From an optimization exercise on the open Yosys and OpenROAD flow, aimed at small area and a short achievable clock period; shortcuts taken in it are not production practice. The RTL was checked by simulation tests, not by an equivalence proof against the original design. Power is estimated from default activity; no workload was simulated.

[flow/config.mk]
export PLATFORM = sky130hd
export DESIGN_NAME = arp_reply
export DESIGN_NICKNAME = arp_reply
export VERILOG_FILES = /design/flow/design.v
export SDC_FILE = /design/flow/constraint.sdc
export NUM_CORES = 4
export LEC_CHECK = 0
export CAP_MARGIN = 20
export CORE_MARGIN = 2
export CORE_UTILIZATION = 40
export PLACE_DENSITY = 0.6
export SLEW_MARGIN = 20
[flow/constraint.sdc]
create_clock -name core_clock -period 5.5 [get_ports {axis_aclk}]
set_input_delay 1.1000 -clock core_clock [delete_from_list [all_inputs] [get_ports {axis_aclk}]]
set_output_delay 1.1000 -clock core_clock [all_outputs]
set_load 0.01 [all_outputs]
[flow/design.v]
`timescale 1 ns / 1 ps
module lutram_w #(
  parameter ADDR_WIDTH = 12,
  parameter DATA_WIDTH = 32,
  parameter WORDS = 4096
) (
  input  wire                  clk,
  input  wire                  we,
  input  wire [ADDR_WIDTH-1:0] r_addr,
  output wire [DATA_WIDTH-1:0] r_data,
  input  wire [ADDR_WIDTH-1:0] w_addr,
  input  wire [DATA_WIDTH-1:0] w_data
);
  (* ram_style = "DISTRIBUTED" *) reg [DATA_WIDTH-1:0] ram [WORDS-1:0];
  reg [ADDR_WIDTH-1:0] read_addr;
  always @(posedge clk) begin
    if (we) ram[w_addr] <= w_data;
  end
  always @(posedge clk) begin
    read_addr <= r_addr;
  end
  assign r_data = ram[read_addr];
endmodule
`timescale 1 ns / 1 ps
module axis_lut_fifo #(
  parameter AXIS_DATA_WIDTH=256,
  parameter AXIS_TUSER_WIDTH=128,
  parameter ADDR_WIDTH = 12
) (
  input  wire       aclk,
  input  wire       resetn,
  input  wire [AXIS_DATA_WIDTH - 1:0]   write_tdata,
  input  wire [AXIS_DATA_WIDTH/8 - 1:0] write_tkeep,
  input  wire [AXIS_TUSER_WIDTH - 1:0]  write_tuser,
  input  wire                           write_tvalid,
  input  wire                           write_tlast,
  output wire                           write_tready,
  output wire [AXIS_DATA_WIDTH - 1:0]   read_tdata,
  output wire [AXIS_DATA_WIDTH/8 - 1:0] read_tkeep,
  output wire [AXIS_TUSER_WIDTH - 1:0]  read_tuser,
  output wire                           read_tvalid,
  output wire                           read_tlast,
  input  wire                           read_tready
);
  localparam WORDS = 1 << ADDR_WIDTH;
  reg  [ADDR_WIDTH:0] write_ptr;
  reg  [ADDR_WIDTH:0] read_ptr;
  reg  [ADDR_WIDTH:0] next_read_ptr;
  wire                empty;
  wire                full;
  wire                we;
  wire                re;
  lutram_w #(
    .ADDR_WIDTH (ADDR_WIDTH),
    .DATA_WIDTH (AXIS_DATA_WIDTH + AXIS_DATA_WIDTH/8 + AXIS_TUSER_WIDTH + 1),
    .WORDS      (WORDS)
  )
  lutram_w_inst (
    .clk    (aclk),
    .we     (we),
    .r_addr (next_read_ptr[ADDR_WIDTH-1:0]),
    .r_data ({read_tdata, read_tkeep, read_tuser, read_tlast}),
    .w_addr (write_ptr[ADDR_WIDTH-1:0]),
    .w_data ({write_tdata, write_tkeep, write_tuser, write_tlast})
  );
  assign full = ((write_ptr[ADDR_WIDTH]  != read_ptr[ADDR_WIDTH])
                && (write_ptr[ADDR_WIDTH-1:0] == read_ptr[ADDR_WIDTH-1:0]));
  assign write_tready = ~full;
  assign we = write_tready & write_tvalid;
  always @(posedge aclk) begin
    if (!resetn)
      write_ptr <= 0;
    else
      if (we) write_ptr <= write_ptr + 1;
  end
  assign empty = (write_ptr == read_ptr);
  assign read_tvalid = ~empty;
  assign re = read_tready & read_tvalid;
  always @(posedge aclk) begin
    if (!resetn)
      read_ptr <= 0;
    else
      read_ptr <= next_read_ptr;
  end
  always @(*) begin
    if (re)
      next_read_ptr = read_ptr + 1;
    else
      next_read_ptr = read_ptr;
  end
endmodule
`timescale 1 ns / 1 ps
module arp_reply #(
  parameter AXIS_DATA_WIDTH   = 512,
  parameter AXIS_TUSER_WIDTH  = 256,
  parameter [47:0] MAC_ADDR_0 = 48'hDA_02_03_04_05_00,
  parameter [47:0] MAC_ADDR_1 = 48'hDA_02_03_04_05_01,
  parameter [47:0] MAC_ADDR_2 = 48'hDA_02_03_04_05_02,
  parameter [47:0] MAC_ADDR_3 = 48'hDA_02_03_04_05_03,
  parameter [31:0] IP_ADDR_0  = 32'hC0_A8_01_0a,
  parameter [31:0] IP_ADDR_1  = 32'hC0_A8_01_0b,
  parameter [31:0] IP_ADDR_2  = 32'hC0_A8_01_0c,
  parameter [31:0] IP_ADDR_3  = 32'hC0_A8_01_0d
)
(
  input  wire                           axis_aclk,
  input  wire                           axis_resetn,
  input  wire [AXIS_DATA_WIDTH - 1:0]   s_axis_tdata,
  input  wire [AXIS_DATA_WIDTH/8 - 1:0] s_axis_tkeep,
  input  wire [AXIS_TUSER_WIDTH - 1:0]  s_axis_tuser,
  input  wire                           s_axis_tvalid,
  output wire                           s_axis_tready,
  input  wire                           s_axis_tlast,
  output wire [AXIS_DATA_WIDTH - 1:0]   m_axis_tdata,
  output wire [AXIS_DATA_WIDTH/8 - 1:0] m_axis_tkeep,
  output wire [AXIS_TUSER_WIDTH - 1:0]  m_axis_tuser,
  output wire                           m_axis_tvalid,
  input  wire                           m_axis_tready,
  output wire                           m_axis_tlast
);
  localparam [15:0] TYPE_ARP = 16'h0806;
  localparam [47:0] BROADCAST_MAC_ADDR = 48'hFF_FF_FF_FF_FF_FF;
  localparam [15:0] OPER_RQST = 16'h1;
  localparam [0:0] HEADER = 0, PAYLOAD = 1;
  reg  state;
  wire we;
  wire valid;
  wire [AXIS_DATA_WIDTH - 1:0]   i_axis_tdata;
  wire [AXIS_DATA_WIDTH/8 - 1:0] i_axis_tkeep;
  wire [AXIS_TUSER_WIDTH-1:0]    i_axis_tuser;
  wire                           i_axis_tvalid;
  wire                           i_axis_tready;
  wire                           i_axis_tlast;
  reg  [AXIS_DATA_WIDTH - 1:0]   o_axis_tdata;
  wire [AXIS_DATA_WIDTH/8 - 1:0] o_axis_tkeep;
  wire [AXIS_TUSER_WIDTH-1:0]    o_axis_tuser;
  wire                           o_axis_tvalid;
  wire                           o_axis_tready;
  wire                           o_axis_tlast;
  wire [47:0] dest_mac_addr;   
  wire [47:0] src_mac_addr;    
  wire [15:0] eth_type;            
  wire [15:0] htype;           
  wire [15:0] ptype;           
  wire  [7:0] hlen;            
  wire  [7:0] plen;            
  wire [15:0] oper;            
  wire [47:0] sha;             
  wire [31:0] spa;             
  wire [47:0] tha;             
  wire [31:0] tpa;             
  axis_lut_fifo #(
    .AXIS_DATA_WIDTH  (AXIS_DATA_WIDTH),
    .AXIS_TUSER_WIDTH (AXIS_TUSER_WIDTH),
    .ADDR_WIDTH       (2)
  )
  axis_lut_fifo_pre (
    .aclk   (axis_aclk),
    .resetn (axis_resetn),
    .write_tdata  (s_axis_tdata ),
    .write_tkeep  (s_axis_tkeep ),
    .write_tuser  (s_axis_tuser ),
    .write_tvalid (s_axis_tvalid),
    .write_tlast  (s_axis_tlast ),
    .write_tready (s_axis_tready),
    .read_tdata   (i_axis_tdata ),
    .read_tkeep   (i_axis_tkeep ),
    .read_tuser   (i_axis_tuser ),
    .read_tvalid  (i_axis_tvalid),
    .read_tlast   (i_axis_tlast ),
    .read_tready  (i_axis_tready)
  );
  axis_lut_fifo #(
    .AXIS_DATA_WIDTH  (AXIS_DATA_WIDTH),
    .AXIS_TUSER_WIDTH (AXIS_TUSER_WIDTH),
    .ADDR_WIDTH (2)
  )
  axis_lut_fifo_post (
    .aclk   (axis_aclk),
    .resetn (axis_resetn),
    .write_tdata  (o_axis_tdata ),
    .write_tkeep  (o_axis_tkeep ),
    .write_tuser  (o_axis_tuser ),
    .write_tvalid (o_axis_tvalid),
    .write_tlast  (o_axis_tlast ),
    .write_tready (o_axis_tready),
    .read_tdata   (m_axis_tdata ),
    .read_tkeep   (m_axis_tkeep ),
    .read_tuser   (m_axis_tuser ),
    .read_tvalid  (m_axis_tvalid),
    .read_tlast   (m_axis_tlast ),
    .read_tready  (m_axis_tready)
  );
  assign valid = (eth_type == TYPE_ARP && oper == OPER_RQST
                && (dest_mac_addr == BROADCAST_MAC_ADDR
                  || dest_mac_addr == MAC_ADDR_0
                  || dest_mac_addr == MAC_ADDR_1
                  || dest_mac_addr == MAC_ADDR_2
                  || dest_mac_addr == MAC_ADDR_3)
                && (tpa == IP_ADDR_0
                  || tpa == IP_ADDR_1
                  || tpa == IP_ADDR_2
                  || tpa == IP_ADDR_3));
  assign we = ((state == HEADER && valid) || state == PAYLOAD);
  assign o_axis_tkeep  = i_axis_tkeep;
  assign o_axis_tvalid = i_axis_tvalid & we;
  assign o_axis_tlast  = i_axis_tlast;
  assign i_axis_tready = o_axis_tready;
  assign o_axis_tuser =
    {i_axis_tuser[255:160], i_axis_tuser[151:144], i_axis_tuser[151:144], i_axis_tuser[143:128],
     i_axis_tuser[127: 32], i_axis_tuser[ 23: 16], i_axis_tuser[ 23: 16], i_axis_tuser[ 15:  0]};
  always @(posedge axis_aclk) begin
    if (!axis_resetn)
      state <= HEADER;
    else begin
      if (i_axis_tready && i_axis_tvalid) begin
        if (i_axis_tlast)
          state <= HEADER;
        else
          if (we) state <= PAYLOAD;
      end
    end
  end
  assign dest_mac_addr =
    {
      i_axis_tdata [  7:  0],
      i_axis_tdata [ 15:  8],
      i_axis_tdata [ 23: 16],
      i_axis_tdata [ 31: 24],
      i_axis_tdata [ 39: 32],
      i_axis_tdata [ 47: 40]
    };
  assign src_mac_addr =
    {
      i_axis_tdata [ 55: 48],
      i_axis_tdata [ 63: 56],
      i_axis_tdata [ 71: 64],
      i_axis_tdata [ 79: 72],
      i_axis_tdata [ 87: 80],
      i_axis_tdata [ 95: 88]
    };
  assign eth_type =
    {
      i_axis_tdata [103: 96],
      i_axis_tdata [111:104]
    };
  assign htype =
    {
      i_axis_tdata [119:112],
      i_axis_tdata [127:120]
    };
  assign ptype =
    {
      i_axis_tdata [135:128],
      i_axis_tdata [143:136]
    };
  assign hlen = i_axis_tdata [151:144];
  assign plen = i_axis_tdata [159:152];
  assign oper =
    {
      i_axis_tdata [167:160],
      i_axis_tdata [175:168]
    };
  assign sha =
    {
      i_axis_tdata [183:176],
      i_axis_tdata [191:184],
      i_axis_tdata [199:192],
      i_axis_tdata [207:200],
      i_axis_tdata [215:208],
      i_axis_tdata [223:216]
    };
  assign spa =
    {
      i_axis_tdata [231:224],
      i_axis_tdata [239:232],
      i_axis_tdata [247:240],
      i_axis_tdata [255:248]
    };
  assign tha =
    {
      i_axis_tdata [263:256],
      i_axis_tdata [271:264],
      i_axis_tdata [279:272],
      i_axis_tdata [287:280],
      i_axis_tdata [295:288],
      i_axis_tdata [303:296]
    };
  assign tpa =
    {
      i_axis_tdata [311:304],
      i_axis_tdata [319:312],
      i_axis_tdata [327:320],
      i_axis_tdata [335:328]
    };
  always @(*) begin
    case (state)
      HEADER: begin
        {
          o_axis_tdata [  7:  0],
          o_axis_tdata [ 15:  8],
          o_axis_tdata [ 23: 16],
          o_axis_tdata [ 31: 24],
          o_axis_tdata [ 39: 32],
          o_axis_tdata [ 47: 40]
        }                         = src_mac_addr;          
        case (tpa)                                         
          IP_ADDR_0:
            {
              o_axis_tdata [ 55: 48],
              o_axis_tdata [ 63: 56],
              o_axis_tdata [ 71: 64],
              o_axis_tdata [ 79: 72],
              o_axis_tdata [ 87: 80],
              o_axis_tdata [ 95: 88]
            }                         = MAC_ADDR_0;
          IP_ADDR_1:
            {
              o_axis_tdata [ 55: 48],
              o_axis_tdata [ 63: 56],
              o_axis_tdata [ 71: 64],
              o_axis_tdata [ 79: 72],
              o_axis_tdata [ 87: 80],
              o_axis_tdata [ 95: 88]
            }                         = MAC_ADDR_1;
          IP_ADDR_2:
            {
              o_axis_tdata [ 55: 48],
              o_axis_tdata [ 63: 56],
              o_axis_tdata [ 71: 64],
              o_axis_tdata [ 79: 72],
              o_axis_tdata [ 87: 80],
              o_axis_tdata [ 95: 88]
            }                         = MAC_ADDR_2;
          IP_ADDR_3:
            {
              o_axis_tdata [ 55: 48],
              o_axis_tdata [ 63: 56],
              o_axis_tdata [ 71: 64],
              o_axis_tdata [ 79: 72],
              o_axis_tdata [ 87: 80],
              o_axis_tdata [ 95: 88]
            }                         = MAC_ADDR_3;
          default: o_axis_tdata [ 95: 48] = 48'h0;
        endcase
        {
          o_axis_tdata [103: 96],
          o_axis_tdata [111:104]
        }                         = eth_type;                  
        {
          o_axis_tdata [119:112],
          o_axis_tdata [127:120]
        }                         = htype;                 
        {
          o_axis_tdata [135:128],
          o_axis_tdata [143:136]
        }                         = ptype;                 
        o_axis_tdata [151:144]    = hlen;                  
        o_axis_tdata [159:152]    = plen;                  
        {
          o_axis_tdata [167:160],
          o_axis_tdata [175:168]
        }                         = 16'h2;                 
        case (tpa)                                         
          IP_ADDR_0:
            {
              o_axis_tdata [183:176],
              o_axis_tdata [191:184],
              o_axis_tdata [199:192],
              o_axis_tdata [207:200],
              o_axis_tdata [215:208],
              o_axis_tdata [223:216]
            }                         = MAC_ADDR_0;
          IP_ADDR_1:
            {
              o_axis_tdata [183:176],
              o_axis_tdata [191:184],
              o_axis_tdata [199:192],
              o_axis_tdata [207:200],
              o_axis_tdata [215:208],
              o_axis_tdata [223:216]
            }                         = MAC_ADDR_1;
          IP_ADDR_2:
            {
              o_axis_tdata [183:176],
              o_axis_tdata [191:184],
              o_axis_tdata [199:192],
              o_axis_tdata [207:200],
              o_axis_tdata [215:208],
              o_axis_tdata [223:216]
            }                         = MAC_ADDR_2;
          IP_ADDR_3:
            {
              o_axis_tdata [183:176],
              o_axis_tdata [191:184],
              o_axis_tdata [199:192],
              o_axis_tdata [207:200],
              o_axis_tdata [215:208],
              o_axis_tdata [223:216]
            }                         = MAC_ADDR_3;
          default: o_axis_tdata [223:176] = 48'h0;
        endcase
        {
          o_axis_tdata [231:224],
          o_axis_tdata [239:232],
          o_axis_tdata [247:240],
          o_axis_tdata [255:248]
        }                         = tpa;                   
        {
          o_axis_tdata [263:256],
          o_axis_tdata [271:264],
          o_axis_tdata [279:272],
          o_axis_tdata [287:280],
          o_axis_tdata [295:288],
          o_axis_tdata [303:296]
        }                         = sha;                   
        {
          o_axis_tdata [311:304],
          o_axis_tdata [319:312],
          o_axis_tdata [327:320],
          o_axis_tdata [335:328]
        }                         = spa;                   
        o_axis_tdata [511: 336] = i_axis_tdata [511:336];
        end
      PAYLOAD: o_axis_tdata = i_axis_tdata;
    endcase
  end
endmodule
[flow/run.sh]
#!/bin/bash
# synth_recipe.tcl (not shown) runs the flow's synth.tcl, then flattens the netlist and writes it again
# the make line also repeats each setting of config.mk as NAME=value (left out here)
make -C /OpenROAD-flow-scripts/flow DESIGN_CONFIG=/design/flow/config.mk WORK_HOME=/design/flow/orfs CLKGATE_MAP_FILE= SYNTH_SCRIPT=/design/flow/synth_recipe.tcl finish
==> out/results.ini <==
[timing]
maxSlewHeadroom = 0.339
fin_ws_ps = 323
fmax_ghz = 0.193
skew_ps = 105
fin_hold_ws_ps = 492
rsz0062_at_grt = no
tightest_slew_ps = 991
finalCriticalPeriod_ps = 5180
setup_viol = 0
drv_slew = 0
fin_crit_sh = 0.941
setup_tns_ps = 0
hold_violations = 0

[power_and_ir_drop]
seq_power_share = 0.505
switchingPower_mw = 28.3
power_frac_comb = 0.130
power_density_mw_per_mm2 = 408
leakage_nw = 88.7
vdd_drop_max_mv = 0.355
p_total_mw = 118
power_frac_clock = 0.366
p_int_mw = 90.2
p_sw_frac = 0.239

[synth]
syn_area_mm2 = 0.239
yosysTopAreaCell = edfxtp_1
synth_top_area_share = 0.822
synthesis.nets = 9886
ys_seq_area_frac = 0.824
synth_area_per_cell_um2 = 26.4
muxShareOfSynthArea = 0.162
synthXorXnorAreaFrac = 0.000477
synth-compound-area-share = 0.000367
syn-instance-count = 9039
synth_simple_gate_area_frac = 0.00569
ys_types = 40
async_flop_share = 0
synth_ff_type = edfxtp_1
synth_top_family_by_area = multiplexers
yosys_warnings = 3
yosys.area_share.adder = 0.000524
yosys_register_bits = 6553
synth.area.top_cells = edfxtp_1 82%, mux4_2 15%, mux2_2 0.76%
synth-edff-count = 6536

[critical_path]
start_kind = flop
critPathKind = reg -> reg
r2r_cells = 12
endpoint_kind = flop
critPathRequiredTime_ps = 6200
critPathMaxFanout = 36
cp.arrival_ps = 5880

[grt]
grtUsageTotal = 0.211
grt_pass1_wl_um = 894000
antenna_found_initial = 324
grt_pass1_vias = 112000
grt_max_degree = 151
grt.overflow.total = 0

[placement]
gp_congestion = 0.809
placedCellCount = 18500
io_buffer_count = 1655
dp_hpwl_um = 444000
dpl_cell_area_mm2 = 0.269
dpl_worst_slack_ps = 180

[clock_tree]
htreeDepth = 6
worstSkewPairLatency_ps = 1140
cts_setup_buffers = 0
numCtsBuffers = 667
clock_path_buffers = 4
cts_root_buf = clkbuf_16
holdBufCountCts = 0
ctsResizeCount = 0
cts.sinks = 6553
clk_pin_slew_worst_paths_ps = 60
cts_tree = yes

[status]
status = no timing/DRC/antenna violations

[floorplan]
io_pins = 1672
die_x_um = 777
rows = 283
die-area_mm2 = 0.603
die_h_um = 777
initial_utilization = 0.402
coreArea_mm2 = 0.594

[cells_and_area]
final_area_mm2 = 0.291
layout_commonest_cell = edfxtp_1
nets = 12200
finalNonFillerCells = 19900
final_util = 0.489
area_growth_pct = 21.7
n_fill_cell = 46700
layout-drive-gt1-share = 0.263
final_cell_mix = 6536 x edfxtp_1, 1655 x clkdlybuf4s50_1, 1630 x mux4_2

[route]
drc = 0
vias = 109000
firstDrtPassIters = 5
wl_per_cell_um = 32.6
first_iter_violations = 10400
antenna_left = 0
routed_wl_um = 648000
viasPerCell = 5.48

[worst_hold_path]
hp-class = reg -> reg
hold_path_depth = 2
hold_start = axis_lut_fifo_post.write_ptr[2]

[job]
maxCapViolations = 0

-- Yosys cell counts, drive strengths merged, types with 2 or more instances --
cell,instances
dfxtp,17
inv,6
nor2,9
o2111ai,2
nor4,15
or4,2
xnor2,8
o21ai,3
nor4b,7
nand4,18
xor2,5
and2,96
nor2b,2
clkbuf,166
mux2,161
a21oi,3
nor3,2
edfxtp,6536
nand2b,2
buf,251
ha,10
and3,4
nand2,62
mux4,1634
nand3,6
or4b,3
or3,4
-- routing by layer --
metal | track usage | wire (um) | share of wire
met2 | 0.351 | 324000 | 0.50
met5 | 0 | 1080 | 0.0017
met3 | 0.0642 | 60800 | 0.094
met1 | 0.261 | 239000 | 0.37
met4 | 0.0761 | 23300 | 0.036
-- critical path: stages, from the launching register on --
cell      delay (ps)
dfxtp_4          560
buf_4            460
mux4_2           540
nor4_1           690
buf_4            240
nand4_1           80
or3_1            460
a211oi_4         340
buf_4            220
o21a_1           160
and2_4           220
buf_12           230
buf_12           320
-- cells by family (layout without fill, tap and decap cells) --
group / Yosys count / count (layout)
AO/OA/AOI/OAI: 11 / 11
adder cells (fa/ha/maj): 10 / 10
AND/OR/NAND/NOR: 233 / 233
buffers and inverters: 423 / 3285
multiplexers: 1796 / 1796
XOR/XNOR: 13 / 13
other: 0 / 140
flip-flops: 6553 / 6553
-- registers in the layout, indices dropped and copies added, names as in the netlist, named ones only --
| signal | cells |
|---|---|
| axis_lut_fifo_post.write_ptr | 3 |
| axis_lut_fifo_pre.read_ptr | 3 |
| state | 1 |
| axis_lut_fifo_pre.lutram_w_inst.ram | 3268 |
| axis_lut_fifo_post.lutram_w_inst.ram | 3268 |
| axis_lut_fifo_pre.write_ptr | 3 |
| axis_lut_fifo_post.read_ptr | 3 |
-- layout make-up --
cell class	count	area, um^2	area share
timing repair buffer	2088	22200	0.0765
sequential	6553	197000	0.677
multi-input combinational	2063	40400	0.139
clock buffer	829	17300	0.0596
tap	7837	9810	0.0338
antenna	140	350	0.00121
inverter	6	26.3	0.0000904
clock inverter	362	3800	0.0131
-- power groups by stage --
stage               Combinational, mW  Clock (mW)  Sequential, mW
detailed placement               15.8           0            60.9
global route                     16.6        46.1            59.9
floorplan                        10.0           0            61.4
finish                           15.4        43.3            59.8
global placement                 15.3           0            60.7
CTS                              15.9        44.1            59.8
-- final timing paths --
kind / endpoint / slack, ps
max: axis_lut_fifo_post.lutram_w_inst.ram[1][227] / 320
min: axis_lut_fifo_post.write_ptr[2] / 490
min reg2reg: axis_lut_fifo_post.write_ptr[2] / 490
max reg2reg: axis_lut_fifo_post.lutram_w_inst.ram[1][227] / 320

static timing again, ports no longer ideal:
The results above use ideal ports. As a check the final layout listed here was re-extracted and re-timed, cells and wires unchanged.
Step 1 assumes that a clkbuf_16 drives the clock port and a buf_2 every other input.
Step 2, shift: input delay + t, output delay - t, t = (earliest + latest rising clock arrival at the registers) / 2. This alone moves slack from input paths to output paths.
a / b / c = ideal ports / drivers / drivers and shift; a / b = the first two.
t, ns: 1.202
setup WS [ns]: 0.323 / 0.314 / 0.323
hold WS [ns]: 0.492 / 0.492 / 0.492
cell pins on the clock port's net: 1
After both steps setup and hold are still met in this run. For this run, drivers alone change the setup slack by -0.009 ns; drivers and shift together by 0.000 ns.
